Context: an optimization exercise on an open-source flow, tuned for small area and a short achievable clock period. The choices shown serve that exercise and are no tape-out recipe.
Function was checked by simulation only, so behaviour that the tests miss may differ from the original.
Power and IR drop assume default switching activity.

== the previous run ==
Design riscv_cpu, start of the top module:
module riscv_cpu (
    input         clk, reset,
    output [31:0] PC,
    input  [31:0] Instr,
    output        MemWrite,
    output [31:0] Mem_WrAddr, Mem_WrData,
    input  [31:0] ReadData,
    output [31:0] Result
);
Size: ~3,800 cells after synthesis, ~1,000 flip-flops, roughly 200 I/O pins, roughly 0.052 sq mm of cells after synthesis.
==> module reg_file, before the edit <==
module reg_file (
    input         clk,
    input         wr_en,
    input  [4:0]  rd_addr1, rd_addr2, wr_addr,
    input  [31:0] wr_data,
    output [31:0] rd_data1, rd_data2
);
reg  [31:0] regs [1:31];
wire [31:0] sel1 = 32'd1 << rd_addr1;
wire [31:0] sel2 = 32'd1 << rd_addr2;
wire [31:0] wsel = 32'd1 << wr_addr;
genvar g, b;
generate
    for (g = 1; g < 32; g = g + 1) begin : r
        always @(posedge clk)
            if (wr_en & wsel[g]) regs[g] <= wr_data;
    end
    for (b = 0; b < 32; b = b + 1) begin : rd
        wire [30:0] col;
        for (g = 1; g < 32; g = g + 1) begin : c
            assign col[g-1] = regs[g][b];
        end
        sel31 m1 (.s(sel1[31:1]), .d(col), .y(rd_data1[b]));
        sel31 m2 (.s(sel2[31:1]), .d(col), .y(rd_data2[b]));
    end
endgenerate
endmodule
clock: 13.0 ns
lec_check: 0
cap_margin: 20
core_margin: 2
core_utilization: 40
cts_cluster_diameter: 100
cts_cluster_size: 22
place_density: 0.6
setup_slack_margin: 3.0
slew_margin: 20
synth_hierarchical: 1
standard.sh (not shown) runs the stock make flow with config.mk's settings and CLKGATE_MAP_FILE= SYNTH_SCRIPT=/design/flow/synth_recipe.tcl, a recipe that flattens the netlist after the stock synthesis.
==> flow/flow/run.sh <==
#!/bin/bash
# The standard ORFS layout (standard.sh), with two knobs changed:
#  - ports are buffered with buf_4 instead of the delay cell buffer_ports picks by default
#  - timing repair may swap cells of different footprints
# make's full output goes to orfs_make.log; ORFS keeps each step's log under orfs/logs/.
set -euo pipefail
bash standard.sh \
  'BUFFER_PORTS_ARGS=-buffer_cell sky130_fd_sc_hd__buf_4' \
  MATCH_CELL_FOOTPRINT=0 \
  finish > orfs_make.log 2>&1
Relative to the previous run, the following input files were edited for the current run:
==> flow/design.v, changed modules only <==
module hold_mux (
    input  we, wen, d, q,
    output y
);
assign y = (we & d) | (wen & q);
endmodule
module reg_file (
    input         clk,
    input         wr_en,
    input  [4:0]  rd_addr1, rd_addr2, wr_addr,
    input  [31:0] wr_data,
    output [31:0] rd_data1, rd_data2
);
reg  [31:0] regs [1:31];
wire [31:0] sel1 = 32'd1 << rd_addr1;
wire [31:0] sel2 = 32'd1 << rd_addr2;
wire [31:0] wsel = 32'd1 << wr_addr;
genvar g, b;
generate
    for (g = 1; g < 32; g = g + 1) begin : r
        wire we  = wr_en & wsel[g];
        wire wen = ~we;
        wire [31:0] nxt;
        for (b = 0; b < 32; b = b + 1) begin : h
            hold_mux m (.we(we), .wen(wen), .d(wr_data[b]), .q(regs[g][b]), .y(nxt[b]));
        end
        always @(posedge clk)
            regs[g] <= nxt;
    end
    for (b = 0; b < 32; b = b + 1) begin : rd
        wire [30:0] col;
        for (g = 1; g < 32; g = g + 1) begin : c
            assign col[g-1] = regs[g][b];
        end
        sel31 m1 (.s(sel1[31:1]), .d(col), .y(rd_data1[b]));
        sel31 m2 (.s(sel2[31:1]), .d(col), .y(rd_data2[b]));
    end
endgenerate
endmodule
Notes after the runs:
The synthesized-area fraction occupied by adder cells was comparable across the previous run and the current run. Area of the mapped netlist (the current run over the previous run): decrease, about 1.7%. Compared with the previous run, the router placed more vias in the current run. Compared the previous run against the current run; clock distribution area overhead in the final layout within noise. In the flow results for the previous run and the current run, the power share of the combinational group is larger on the previous run. Against the previous run, the current run comes in 1 lower on number of placement rows. Compared with the previous run, in the current run tap cell instance count went down 12; highest achievable clock rate moved down. Met3 wire length (lower): the previous run. The previous run → the current run: synthesized cell count shows an increase of about 28%; die area saw a decrease. From the previous run to the current run the numbers moved as follows: cell area up 380 sq um; clock skew down 0.0099 ns; standard cell core area dropped about 1.7%.

* * *

RTL: one of the versions met above, not the one the previous note started from.
Size: ~1000 flip-flops, ~0.051 sq mm of cells after synthesis.
==> module alu, before the edit <==
module alu (
    input  [31:0] a,           
    input  [31:0] b,           
    input  [4:0]  shamt,       
    input         sub,
    input         shl,         
    input         arith,       
    output [31:0] sum,
    output        cout,
    output [31:0] sh_out,      
    output [31:0] xor_out, or_out, and_out
);
wire [31:0] p, g;
adder add (.a(a), .b(b), .cin(sub), .sum(sum), .cout(cout), .p(p), .g(g));
wire big = |b[31:5];
wire fill = arith & a[31];
reg [31:0] a_rev, r_rev;
integer i;
always @(*)
    for (i = 0; i < 32; i = i + 1) a_rev[i] = a[31-i];
wire [31:0] sh_in = shl ? a_rev : a;
wire [32:0] sh_ext = $signed({fill, sh_in}) >>> shamt;
wire [31:0] sr_out = big ? {32{fill}} : sh_ext[31:0];
always @(*)
    for (i = 0; i < 32; i = i + 1) r_rev[i] = sr_out[31-i];
assign sh_out = shl ? r_rev : sr_out;
assign xor_out = p;
assign or_out  = p | g;
assign and_out = g;
endmodule
==> module riscv_cpu, before the edit <==
module riscv_cpu (
    input         clk, reset,
    output [31:0] PC,
    input  [31:0] Instr,
    output        MemWrite,
    output [31:0] Mem_WrAddr, Mem_WrData,
    input  [31:0] ReadData,
    output [31:0] Result
);
wire [6:0] op = Instr[6:0];
wire [2:0] f3 = Instr[14:12];
wire is_load  = (op == 7'b0000011);
wire is_store = (op == 7'b0100011);
wire is_r     = (op == 7'b0110011);
wire is_i     = (op == 7'b0010011);
wire is_br    = (op == 7'b1100011);
wire is_jal   = (op == 7'b1101111);
wire is_jalr  = (op == 7'b1100111);
wire is_lui   = (op == 7'b0110111);
wire is_auipc = (op == 7'b0010111);
wire is_alu   = is_r | is_i;
wire RegWrite = is_load | is_alu | is_jal | is_jalr | is_lui | is_auipc;
assign MemWrite = is_store;
wire b6 = Instr[6], b5 = Instr[5], b4 = Instr[4], b2 = Instr[2];
wire d_alu   = b4 & ~b2;                  
wire d_r     = b5 & b4 & ~b2;             
wire d_br    = b6 & ~b2;                  
wire d_store = ~b6 & b5 & ~b4;            
wire d_load  = ~b6 & ~b5 & ~b4;           
wire d_lui   = b5 & b4 & b2;              
wire d_auipc = ~b5 & b4 & b2;             
wire d_pc4   = b6 & b2;                   
wire d_rs2   = b5 & ~b2 & (b4 | b6);      
wire [31:0] immI = {{20{Instr[31]}}, Instr[31:20]};
wire [31:0] immS = {{20{Instr[31]}}, Instr[31:25], Instr[11:7]};
wire [31:0] immB = {{20{Instr[31]}}, Instr[7], Instr[30:25], Instr[11:8], 1'b0};
wire [31:0] immJ = {{12{Instr[31]}}, Instr[19:12], Instr[20], Instr[30:21], 1'b0};
wire [31:0] immU = {Instr[31:12], 12'b0};
wire [31:0] rs1, rs2;
wire [31:0] wdata;    
reg_file rf (.clk(clk), .wr_en(RegWrite), .rd_addr1(Instr[19:15]), .rd_addr2(Instr[24:20]),
             .wr_addr(Instr[11:7]), .wr_data(wdata), .rd_data1(rs1), .rd_data2(rs2));
wire use_rs2 = d_rs2;
wire sub = d_br | (d_alu & ~f3[2] & f3[1]) | (d_r & (f3 == 3'b000) & Instr[30]);
wire [31:0] imm  = d_store ? immS : immI;
wire [31:0] b_one  = use_rs2 ? {32{~sub}} : (imm ^ {32{sub}});
wire [31:0] b_zero = use_rs2 ? {32{ sub}} : (imm ^ {32{sub}});
wire [31:0] bsel;
genvar gb;
generate
    for (gb = 0; gb < 32; gb = gb + 1) begin : bm
        mux2 m (.d0(b_zero[gb]), .d1(b_one[gb]), .s(rs2[gb]), .y(bsel[gb]));
    end
endgenerate
wire [4:0] shamt;
generate
    for (gb = 0; gb < 5; gb = gb + 1) begin : sm
        mux2 m (.d0(b_zero[gb]), .d1(b_one[gb]), .s(rs2[gb]), .y(shamt[gb]));
    end
endgenerate
wire [31:0] sum, sh_out, xor_out, or_out, and_out;
wire cout;
alu alu (.a(rs1), .b(bsel), .shamt(shamt), .sub(sub), .shl(~f3[2]), .arith(f3[2] & (b5 | Instr[30])),
         .sum(sum), .cout(cout), .sh_out(sh_out),
         .xor_out(xor_out), .or_out(or_out), .and_out(and_out));
reg  [31:0] pc_q;
wire [31:0] pc_plus4 = {pc_q[31:2] + 30'd1, pc_q[1:0]};
wire [31:0] pc_imm   = pc_q + (is_jal ? immJ : (is_br ? immB : immU));
wire eq = (rs1 == rs2);
reg  take;
always @(*) begin
    case (f3)
        3'b000:  take = eq;
        3'b001:  take = ~eq;
        3'b100,
        3'b110:  take = sum[31];
        3'b101,
        3'b111:  take = ~sum[31];
        default: take = 1'b0;
    endcase
end
wire [31:0] pc_next = is_jalr ? sum :
                      (is_jal | (is_br & take)) ? pc_imm : pc_plus4;
always @(posedge clk or posedge reset)
    if (reset) pc_q <= 32'd0;
    else       pc_q <= pc_next;
assign PC = pc_q;
wire s_add  = d_alu & (f3 == 3'b000);
wire s_sh   = d_alu & (f3[1:0] == 2'b01);
wire s_slt  = d_alu & (f3 == 3'b010);
wire s_sltu = d_alu & (f3 == 3'b011);
wire s_xor  = d_alu & (f3 == 3'b100);
wire s_or   = d_alu & (f3 == 3'b110);
wire s_and  = d_alu & (f3 == 3'b111);
wire sdiff  = rs1[31] ^ ~bsel[31];
wire cmp1   = s_slt & sdiff & rs1[31];
wire cmp0   = s_sltu | (s_slt & (~sdiff | rs1[31]));
wire cmp;
mux2 cmpm (.d0(cmp0), .d1(cmp1), .s(cout), .y(cmp));
wire [31:0] early = ({32{s_xor}}    & xor_out)
                  | ({32{s_or}}     & or_out)
                  | ({32{s_and}}    & and_out)
                  | ({32{d_load}}   & ReadData)
                  | ({32{d_pc4}}    & pc_plus4)
                  | ({32{d_lui}}    & immU)
                  | ({32{d_auipc}}  & pc_imm);
ao2211 m0 (.a0(s_add), .b0(sum[0]), .a1(s_sh), .b1(sh_out[0]), .c(early[0]), .d(cmp), .y(Result[0]));
ao2211 w0 (.a0(s_add), .b0(sum[0]), .a1(s_sh), .b1(sh_out[0]), .c(early[0]), .d(cmp), .y(wdata[0]));
genvar gr;
generate
    for (gr = 1; gr < 32; gr = gr + 1) begin : rm
        ao221 m (.a0(s_add), .b0(sum[gr]), .a1(s_sh), .b1(sh_out[gr]), .c(early[gr]), .y(Result[gr]));
        ao221 w (.a0(s_add), .b0(sum[gr]), .a1(s_sh), .b1(sh_out[gr]), .c(early[gr]), .y(wdata[gr]));
    end
endgenerate
assign Mem_WrAddr = sum;
assign Mem_WrData = rs2;
endmodule
Settings: LEC_CHECK=0, CAP_MARGIN=20, CORE_MARGIN=2, CORE_UTILIZATION=40, CTS_CLUSTER_DIAMETER=100, CTS_CLUSTER_SIZE=22, PLACE_DENSITY=0.6, SETUP_SLACK_MARGIN=2.5, SLEW_MARGIN=20, SYNTH_HIERARCHICAL=1; clock period 13.0 ns.
Scripts as last shown in full above: flow/flow/run.sh
The starting point completed with no timing, DRC or antenna violations.
==> next run, changes <==
--- a/flow/design.v
+++ b/flow/design.v
@@ -651,11 +651,10 @@
 endgenerate
 endmodule
 module alu (
     input  [31:0] a,           
     input  [31:0] b,           
-    input  [4:0]  shamt,       
     input         sub,
     input         shl,         
     input         arith,       
     output [31:0] sum,
     output        cout,
@@ -669,11 +668,11 @@
 reg [31:0] a_rev, r_rev;
 integer i;
 always @(*)
     for (i = 0; i < 32; i = i + 1) a_rev[i] = a[31-i];
 wire [31:0] sh_in = shl ? a_rev : a;
-wire [32:0] sh_ext = $signed({fill, sh_in}) >>> shamt;
+wire [32:0] sh_ext = $signed({fill, sh_in}) >>> b[4:0];
 wire [31:0] sr_out = big ? {32{fill}} : sh_ext[31:0];
 always @(*)
     for (i = 0; i < 32; i = i + 1) r_rev[i] = sr_out[31-i];
 assign sh_out = shl ? r_rev : sr_out;
 assign xor_out = p;
@@ -717,13 +716,12 @@
 wire [31:0] immS = {{20{Instr[31]}}, Instr[31:25], Instr[11:7]};
 wire [31:0] immB = {{20{Instr[31]}}, Instr[7], Instr[30:25], Instr[11:8], 1'b0};
 wire [31:0] immJ = {{12{Instr[31]}}, Instr[19:12], Instr[20], Instr[30:21], 1'b0};
 wire [31:0] immU = {Instr[31:12], 12'b0};
 wire [31:0] rs1, rs2;
-wire [31:0] wdata;    
 reg_file rf (.clk(clk), .wr_en(RegWrite), .rd_addr1(Instr[19:15]), .rd_addr2(Instr[24:20]),
-             .wr_addr(Instr[11:7]), .wr_data(wdata), .rd_data1(rs1), .rd_data2(rs2));
+             .wr_addr(Instr[11:7]), .wr_data(Result), .rd_data1(rs1), .rd_data2(rs2));
 wire use_rs2 = d_rs2;
 wire sub = d_br | (d_alu & ~f3[2] & f3[1]) | (d_r & (f3 == 3'b000) & Instr[30]);
 wire [31:0] imm  = d_store ? immS : immI;
 wire [31:0] b_one  = use_rs2 ? {32{~sub}} : (imm ^ {32{sub}});
 wire [31:0] b_zero = use_rs2 ? {32{ sub}} : (imm ^ {32{sub}});
@@ -732,19 +730,13 @@
 generate
     for (gb = 0; gb < 32; gb = gb + 1) begin : bm
         mux2 m (.d0(b_zero[gb]), .d1(b_one[gb]), .s(rs2[gb]), .y(bsel[gb]));
     end
 endgenerate
-wire [4:0] shamt;
-generate
-    for (gb = 0; gb < 5; gb = gb + 1) begin : sm
-        mux2 m (.d0(b_zero[gb]), .d1(b_one[gb]), .s(rs2[gb]), .y(shamt[gb]));
-    end
-endgenerate
 wire [31:0] sum, sh_out, xor_out, or_out, and_out;
 wire cout;
-alu alu (.a(rs1), .b(bsel), .shamt(shamt), .sub(sub), .shl(~f3[2]), .arith(f3[2] & (b5 | Instr[30])),
+alu alu (.a(rs1), .b(bsel), .sub(sub), .shl(~f3[2]), .arith(f3[2] & (b5 | Instr[30])),
          .sum(sum), .cout(cout), .sh_out(sh_out),
          .xor_out(xor_out), .or_out(or_out), .and_out(and_out));
 reg  [31:0] pc_q;
 wire [31:0] pc_plus4 = {pc_q[31:2] + 30'd1, pc_q[1:0]};
 wire [31:0] pc_imm   = pc_q + (is_jal ? immJ : (is_br ? immB : immU));
@@ -785,16 +777,14 @@
                   | ({32{d_load}}   & ReadData)
                   | ({32{d_pc4}}    & pc_plus4)
                   | ({32{d_lui}}    & immU)
                   | ({32{d_auipc}}  & pc_imm);
 ao2211 m0 (.a0(s_add), .b0(sum[0]), .a1(s_sh), .b1(sh_out[0]), .c(early[0]), .d(cmp), .y(Result[0]));
-ao2211 w0 (.a0(s_add), .b0(sum[0]), .a1(s_sh), .b1(sh_out[0]), .c(early[0]), .d(cmp), .y(wdata[0]));
 genvar gr;
 generate
     for (gr = 1; gr < 32; gr = gr + 1) begin : rm
         ao221 m (.a0(s_add), .b0(sum[gr]), .a1(s_sh), .b1(sh_out[gr]), .c(early[gr]), .y(Result[gr]));
-        ao221 w (.a0(s_add), .b0(sum[gr]), .a1(s_sh), .b1(sh_out[gr]), .c(early[gr]), .y(wdata[gr]));
     end
 endgenerate
 assign Mem_WrAddr = sum;
 assign Mem_WrData = rs2;
 endmodule
Effect: Final cell count went up by about 0.36%; design area is higher by 0.88%; synthesized cell count came out lower by about 0.8%; wire length rises by 4.7%; setup slack gains 0.055 ns; die area drops by about 0.8%; total power rises by about 0.9%; worst hold slack gains 0.0031 ns; global-route usage came out higher by 2.4 points.

port drivers added, routing unchanged:
In the flow no input, the clock included, has a driving cell. The finished layouts below were timed again as built, in two steps. Step 1: set_driving_cell puts a clkbuf_16 on clk and a buf_2 on each other input, an assumption about the parent block. Step 2 times the ports against the registers' clock, not the clock port: input delays grow and output delays shrink by t, the midpoint of the rising clock arrivals with the driver on. Slacks: ideal ports / drivers / drivers and shift; pairs: ideal ports / drivers.
run | t, ns | setup slack, ns | cell pins on the clock port's net
the previous run | 0.776 | 2.516 / 2.449 / 2.449 | 1
the current run | 0.792 | 2.413 / 2.248 / 2.248 | 1
the first run of note 2 | 0.804 | 2.250 / 2.200 / 2.200 | 1
the second run of note 2 | 0.811 | 2.305 / 2.262 / 2.262 | 1
After both steps every run listed still meets setup and hold. The setup slack of the current run, which loses most, moves by -0.165 ns with the drivers and by -0.165 ns with both steps.
